Background: an optimization exercise with open tools, aiming at small area and a short achievable clock period. Do not read the settings as production practice.
In this exercise RTL edits were held to simulation tests only and were not proved equivalent to the original.

==> flow/design.v (outline; a module is shown in full before it is edited, if it fits) <==
// module PE_Mul: 1398 lines
// module PE_Acc: 1505 lines
// module C_A222OI: 3 lines
// module C_A22O: 3 lines
// module C_AOI21: 3 lines
// module C_FA: 4 lines
// module C_HA: 4 lines
// module C_INV: 3 lines
// module C_MUX2I: 3 lines
// module C_NAND2: 3 lines
// module C_NAND2B: 3 lines
// module C_NOR2: 3 lines
// module C_O21AI: 3 lines
// module C_O22A: 3 lines
// module C_O22AI: 3 lines
// module C_OR2: 3 lines
// module C_XNOR2: 3 lines
// module C_XOR2: 3 lines
// module SystolicArray: 41 lines
// module BoothEnc: 19 lines
// module P_Element: 35 lines
module SystolicArray (
    output [31:0] out0_0, output [31:0] out0_1, output [31:0] out0_2, output [31:0] out0_3,
    output [31:0] out1_0, output [31:0] out1_1, output [31:0] out1_2, output [31:0] out1_3,
    output [31:0] out2_0, output [31:0] out2_1, output [31:0] out2_2, output [31:0] out2_3,
    output [31:0] out3_0, output [31:0] out3_1, output [31:0] out3_2, output [31:0] out3_3,
    input  [31:0] W0_i, input [31:0] W1_i, input [31:0] W2_i, input [31:0] W3_i,
    input  [31:0] N0_i, input [31:0] N1_i, input [31:0] N2_i, input [31:0] N3_i,
    input clk, input reset
);
  // ...
==> flow/flow/run.sh <==
#!/bin/bash
# Standard ORFS layout, asking the timing repair steps (after CTS and after global routing)
# for extra setup margin, so that the achieved period is optimised and not just the 25 ns.
set -o pipefail
bash standard.sh SETUP_SLACK_MARGIN=18 finish 2>&1 | tee standard.log
==> flow/standard.sh <==
#!/bin/bash
# synth_recipe.tcl (not shown) runs the flow's synth.tcl, then flattens the netlist and writes it again
# the make line also repeats each setting of config.mk as NAME=value (left out here)
make -C /OpenROAD-flow-scripts/flow DESIGN_CONFIG=/design/flow/config.mk WORK_HOME=/design/flow/orfs CLKGATE_MAP_FILE= SYNTH_SCRIPT=/design/flow/synth_recipe.tcl "${@:-finish}"
==> flow/config.mk <==
export PLATFORM = sky130hd
export DESIGN_NAME = SystolicArray
export DESIGN_NICKNAME = SystolicArray
export VERILOG_FILES = /design/flow/design.v
export SDC_FILE = /design/flow/constraint.sdc
export NUM_CORES = 8
export LEC_CHECK = 0
export CAP_MARGIN = 20
export CORE_MARGIN = 2
export CORE_UTILIZATION = 40
export SLEW_MARGIN = 20
export SYNTH_HIERARCHICAL = 1
==> flow/constraint.sdc <==
create_clock -name core_clock -period 25.0 [get_ports {clk}]
set_input_delay 5.0000 -clock core_clock [delete_from_list [all_inputs] [get_ports {clk}]]
set_output_delay 5.0000 -clock core_clock [all_outputs]
set_load 0.01 [all_outputs]
==> results.cfg, run 1 <==
[run_status]
outcome = timing/DRC/antenna clean

[final_layout]
drive_above_1_share = 0.142
area.share.sequential = 0.114
layout_common_cells = 7776 x xor2_1, 5292 x inv_1, 5133 x mux2i_1
fin_util = 0.466
final_cell_area_um2 = 496000
num-nonclk-buffers = 2908
seq_cell_count = 2800
multiInputGateArea_um2 = 361000
register_area_um2 = 56600
buffer_area_frac = 0.0525
synthToLayoutAreaGrowth_pct = 16.4
fill_cells = 102730
clk_share = 0.0258

[critical_path]
r2r-end = row[1].col[1].pe.s[27]
cp_top_family = buffers and inverters

[timing]
rsz0062_at_grt = yes
finClkSkew_ns = 0.150
min_period_ns = 6.94
slew_violations = 0
setup_viol = 0

[logic_synthesis]
syn-num-nets = 53338
synth_cells = 46948
ys_warn_count = 8

[grt]
grt_util_met1 = 0.375
use_met2 = 0.431
top_usage_layer = met2

[worst_hold_path]
whs_path_depth = 0
hp-class = register to register

[clock_tree]
cts_tree = done
cts_setup_buffers = 446

[detailed_routing]
totalWireLength_mm = 1620
routedWlPerCell_um = 25.0
met3WireLength_mm = 173

[place]
placedCellCount = 62782
numPortBuffers = 769
globalplace.congestion = 0.950
pre_cts_ws_ns = 15.51
==> run 2, diff against run 1 <==
==> flow/flow/run.sh (replaced) <==
#!/bin/bash
# Standard ORFS layout, asking the timing repair steps (after CTS and after global routing)
# for extra setup margin, so that the achieved period is optimised and not just the 25 ns.
set -o pipefail
bash standard.sh SETUP_SLACK_MARGIN=18.7 finish 2>&1 | tee standard.log
==> run 2 against run 1 <==
  * Synthesized cell count unchanged
  * Clock skew increased by 0.020 ns
  * Final cell count increased by 2.5%
  * Fmax increased by 3.2%
  * Routed wire length increased by 2.7%
  * Utilization increased by 2.8 points
  * Sequential share of layout area decreased by 0.48 points
  * Register-to-register slack improved by 0.36 ns
  * Worst hold slack got worse by 0.035 ns
  * Global-route usage increased by 0.12 points
  * Critical endpoint is now out2_1[3]
==> results.cfg, run 2 <==
[logic_synthesis]
syn_avg_cell_area_um2 = 9.08
synth_cells = 46948
ys_warn_count = 8
syn-num-nets = 53338
syn_area_um2 = 426000

[clock_tree]
clock_sinks = 2800
cts_inserted_buffers = 373
h-tree-depth = 5
clk_latency_ns = 1.18
hold_buffers = 0
cts_buffer_depth = 5
cts-root-buf = clkbuf_16
cts_tree = done
clk_pin_slew_ns = 0.06

[final_layout]
layout_common_cells = 7529 x xor2_1, 5162 x inv_1, 4692 x mux2i_1
drive_above_1_share = 0.214
synthToLayoutAreaGrowth_pct = 23.4
largest_reg_flops = 704
fin_util = 0.495
final_common_cell = xor2_1
top_register = row.col.pe.tr
fin_nets = 58371

[critical_path]
required_ns = 20.00
slowest_delay_ns = 0.42
r2r-start = row[2].col[1].pe.s[23]
cp_top_family = flip-flops
crit_fanout = 1
cpMaxStageDelayCell = dfxtp_4
setup.worst_path.end_class = output port
reg2reg_slack_ns = 18.44
worstPathCellList = buf_6
critPathArrivalTime_ns = 1.72
critPathLaunch = row[2].col[1].pe.out[3]
cp.buffers_inverters = 1
startpoint_type = register
crit_type = register to output port

[detailed_routing]
totalWireLength_mm = 1670
drt_iter0_drc = 50133
routedWlPerCell_um = 25.0
route.met2.wl_mm = 727
m1WireLength_mm = 664
drt_drc_violations_left = 0
antenna_left = 0
met3WireLength_mm = 173
vias = 393388
highest_layer = met5
firstDrtPassIters = 15
viasPerCell = 5.91

[timing]
finClkSkew_ns = 0.169
tns_ns = 0
fmax_mhz = 149
period_share = 0.269
min_period_ns = 6.72
hold_violations = 0
setup_viol = 0
relSlewSlack = 0.0993
worst_pin_slew_ns = 1.35
rsz0062_at_grt = yes
slew_violations = 0

[grt]
overflow = 0
antenna_found_initial = 148
first_global_vias = 380352
grt_pass1_wl_mm = 2400
grt_max_degree = 101
grt_use_total = 0.286

[run_status]
outcome = timing/DRC/antenna clean

[place]
dp_hpwl_mm = 1100
globalplace.congestion = 0.938
numPortBuffers = 769

[die]
die_h_mm = 1.04
std_cell_rows = 379
fp.coreArea_um2 = 1060000
die_w_mm = 1.04
die_area_um2 = 1070000
pin_count = 770
start_util = 0.401

[worst_hold_path]
hp-class = register to register
hp-start = row[1].col[1].pe.lr[31]

[flow_run]
cap_violations = 0
-- run 2: worst paths after layout --
path,to,depth (start not counted)
hold reg to reg,row[1].col[2].pe.lr[31],0
setup / recovery,out2_1[3],1
setup reg to reg,row[2].col[1].pe.s[21],30
hold / removal,row[1].col[2].pe.lr[31],0
-- run 2: repair_timing --
| action | 4_1_cts | 5_1_grt |
|---|---|---|
| cloned | 281 | 114 |
| endpoints found under the setup margin | 1662 | 1472 |
| endpoints found under the hold margin | 0 | 0 |
| pin swaps | 641 | 1551 |
| gates resized for setup | 4880 | 2777 |
| setup buffers | 1102 | 1405 |
-- run 2: metal layers --
layer,global-route usage,vias to the layer above
li1,-,174318
met1,0.374,192842
met2,0.440,21900
met3,0.0687,4230
met4,0.145,98
met5,0,-
-- run 2: layout make-up --
cell class,count,area (µm²)
timing repair buffer,4478,43900
inverter,5440,20900
sequential,2800,57500
clock inverter,224,3080
multi-input combinational,38733,371000
clock buffer,459,10200
fill,98255,538000
timing repair inverter,155,1090
antenna,127,318
tap,14097,17600
-- run 2: stage by stage --
step	std cells	hold slack [ns]	setup slack [ns]	area, µm²
2_1_floorplan	46948	0.334	17.03	431000
3_3_place_gp	62759	0.350	15.69	464000
3_5_place_dp	62760	0.350	15.56	464000
4_1_cts	64826	0.306	18.20	498000
5_1_grt	66478	0.308	18.23	526000
6_report	66513	0.311	18.28	526000

re-timing with driven ports:
In the flow no input, the clock included, has a driving cell. The finished layouts below were timed again as built, in two steps. Step 1: set_driving_cell puts a clkbuf_16 on clk and a buf_2 on each other input, an assumption about the parent block. Step 2 also shifts input and output timing later by t, the mid clock arrival at the registers, as if the neighbouring blocks saw the same clock. a / b / c = ideal ports / drivers / drivers and shift; a / b = the first two.
run | t, ns | setup WS [ns] | worst setup path at the end | latest minus earliest clock arrival (ns)
run 1 | 1.265 | 18.063 / 17.889 / 16.944 | input to register | 0.154 / 0.154
run 2 | 1.272 | 18.280 / 18.109 / 17.237 | input to register | 0.175 / 0.175
After both steps setup and hold are still met in every run listed. For run 1, which loses most, drivers alone change the setup slack by -0.174 ns; drivers and shift together by -1.119 ns.
